This is an optimization exercise on Yosys and OpenROAD, whose aim is small area, a short achievable clock period and few clock cycles per item, not a production implementation.
Only simulation tests tie the RTL to the original design; equivalence was not proved.
Power is estimated from default activity; no workload was simulated.

==> v24: inputs <==
// mult32x32
module mult32x32 (
    input logic clk,             
    input logic reset,           
    input logic start,           
    input logic [31:0] a,        
    input logic [31:0] b,        
    output logic busy,           
    output logic [63:0] product  
);
logic upd_prod;
mult32x32_arith arith(.clk(clk),
                      .reset(reset),
                      .a(a),
                      .b(b),
                      .upd_prod(upd_prod),
                      .product(product));
mult32x32_fsm fsm(.start(start),
                  .busy(busy),
                  .upd_prod(upd_prod));
endmodule
clock: 12.0 ns
lec_check: 0
cap_margin: 20
core_margin: 2
core_utilization: 40
slew_margin: 20
synth_hierarchical: 1
synth_minimum_keep_size: 0
standard.sh (not shown) runs the stock make flow with config.mk's settings and CLKGATE_MAP_FILE= SYNTH_SCRIPT=/design/flow/synth_recipe.tcl, a recipe that flattens the netlist after the stock synthesis.
==> flow/flow/run.sh <==
#!/bin/bash
# Standard ORFS layout, with a plain buffer on each port and a tighter
# setup target for repair_timing.
set -euo pipefail
export BUFFER_PORTS_ARGS="-buffer_cell sky130_fd_sc_hd__buf_2"
export SETUP_SLACK_MARGIN=6.5
bash standard.sh > standard.log 2>&1
==> v37 (differences from v24) <==
==> flow/run.sh (new file) <==
#!/bin/bash
# synth_recipe.tcl (not shown) runs the flow's synth.tcl, then flattens the netlist and writes it again
# the make line also repeats each setting of config.mk as NAME=value (left out here)
make -C /OpenROAD-flow-scripts/flow DESIGN_CONFIG=/design/flow/config.mk WORK_HOME=/design/flow/orfs CLKGATE_MAP_FILE= SYNTH_SCRIPT=/design/flow/synth_recipe.tcl finish
--- a/flow/config.mk
+++ b/flow/config.mk
@@ -10,2 +10,3 @@
 export CORE_UTILIZATION = 40
+export SETUP_SLACK_MARGIN = 5
 export SLEW_MARGIN = 20
removed: flow/flow/run.sh
removed: flow/standard.sh
==> v36 (differences from v24) <==
--- a/flow/flow/run.sh
+++ b/flow/flow/run.sh
@@ -5,3 +5,3 @@
 export BUFFER_PORTS_ARGS="-buffer_cell sky130_fd_sc_hd__buf_2"
-export SETUP_SLACK_MARGIN=6.5
+export SETUP_SLACK_MARGIN=6.0
 bash standard.sh > standard.log 2>&1
==> v7 (differences from v24) <==
--- a/flow/flow/run.sh
+++ b/flow/flow/run.sh
@@ -5,3 +5,3 @@
 export BUFFER_PORTS_ARGS="-buffer_cell sky130_fd_sc_hd__buf_2"
-export SETUP_SLACK_MARGIN=6.5
+export SETUP_SLACK_MARGIN=5.5
 bash standard.sh > standard.log 2>&1
--- a/flow/config.mk
+++ b/flow/config.mk
@@ -7,2 +7,3 @@
 export LEC_CHECK = 0
+export ABC_CLOCK_PERIOD_IN_PS = 2000
 export CAP_MARGIN = 20
==> results.yml <==
status:
  outcome: "no timing/DRC/antenna violations"
sta:
  post-route-period-util_pct: 53.92
  timing.fmax_mhz: 154.5
  min_period_ns: 6.471
critical_path:
  crit_top_cell: "fa_1"
  reg2reg_depth: 2
  rrSetupSlack_ns: 10.97
detailed_routing:
  wire_per_inst_um: 28.18
power:
  finalPower_w: 0.01007
the above is filed under v7

==> results.yml <==
status:
  outcome: "no timing/DRC/antenna violations"
sta:
  timing.fmax_mhz: 163.9
  min_period_ns: 6.103
detailed_routing:
  wire_per_inst_um: 28.93
critical_path:
  crit_family: "adder cells"
  rrSetupSlack_ns: 10.97
  reg2reg_depth: 2
power:
  finalPower_w: 0.01019
the above is filed under v36

==> results.yml <==
sta:
  min_period_ns: 6.927
  post-route-period-util_pct: 57.72
  timing.fmax_mhz: 144.4
detailed_routing:
  wire_per_inst_um: 27.85
status:
  outcome: "no timing/DRC/antenna violations"
power:
  finalPower_w: 0.01052
critical_path:
  rrSetupSlack_ns: 10.64
  crit_top_cell: "fa_1"
the above is filed under v37

==> results.yml <==
status:
  outcome: "no timing/DRC/antenna violations"
sta:
  timing.fmax_mhz: 162.7
  post-route-period-util_pct: 51.22
  min_period_ns: 6.146
power:
  finalPower_w: 0.01169
  internal-power_w: 0.005888
critical_path:
  rrSetupSlack_ns: 10.98
  reg2reg_depth: 2
yosys:
  ys_seq_area_share_pct: 13.75
the above is filed under v24

Testbench counts of v24, summed over its fixed seeds: cycles 3,200, items 3,200.
Testbench counts of v37, summed over its fixed seeds: cycles 3,200, items 3,200.
Testbench counts of v36, summed over its fixed seeds: cycles 3,200, items 3,200.
Testbench counts of v7, summed over its fixed seeds: cycles 3,200, items 3,200.

separate check: timing with driven ports:
In the flow no input, the clock included, has a driving cell. The finished layouts below were timed again as built, in two steps. Step 1 assumes that a clkbuf_16 drives the clock port and a buf_2 every other input. Step 2 also shifts input and output timing later by t, the mid clock arrival at the registers, as if the neighbouring blocks saw the same clock. Three values: no drivers, after step 1, after step 2; two values: the first two.
run	shift t [ns]	setup slack, ns	hold slack, ns
v24	0.494	5.854 / 5.873 / 5.378	0.825 / 0.825 / 0.825
v37	0.496	5.073 / 5.095 / 4.599	1.285 / 1.285 / 1.285
v36	0.514	5.897 / 5.896 / 5.383	0.831 / 0.831 / 0.831
v7	0.497	5.529 / 5.555 / 5.058	0.837 / 0.837 / 0.837
After both steps setup and hold are still met in every run listed. For v36, which loses most, drivers alone change the setup slack by -0.001 ns; drivers and shift together by -0.514 ns.
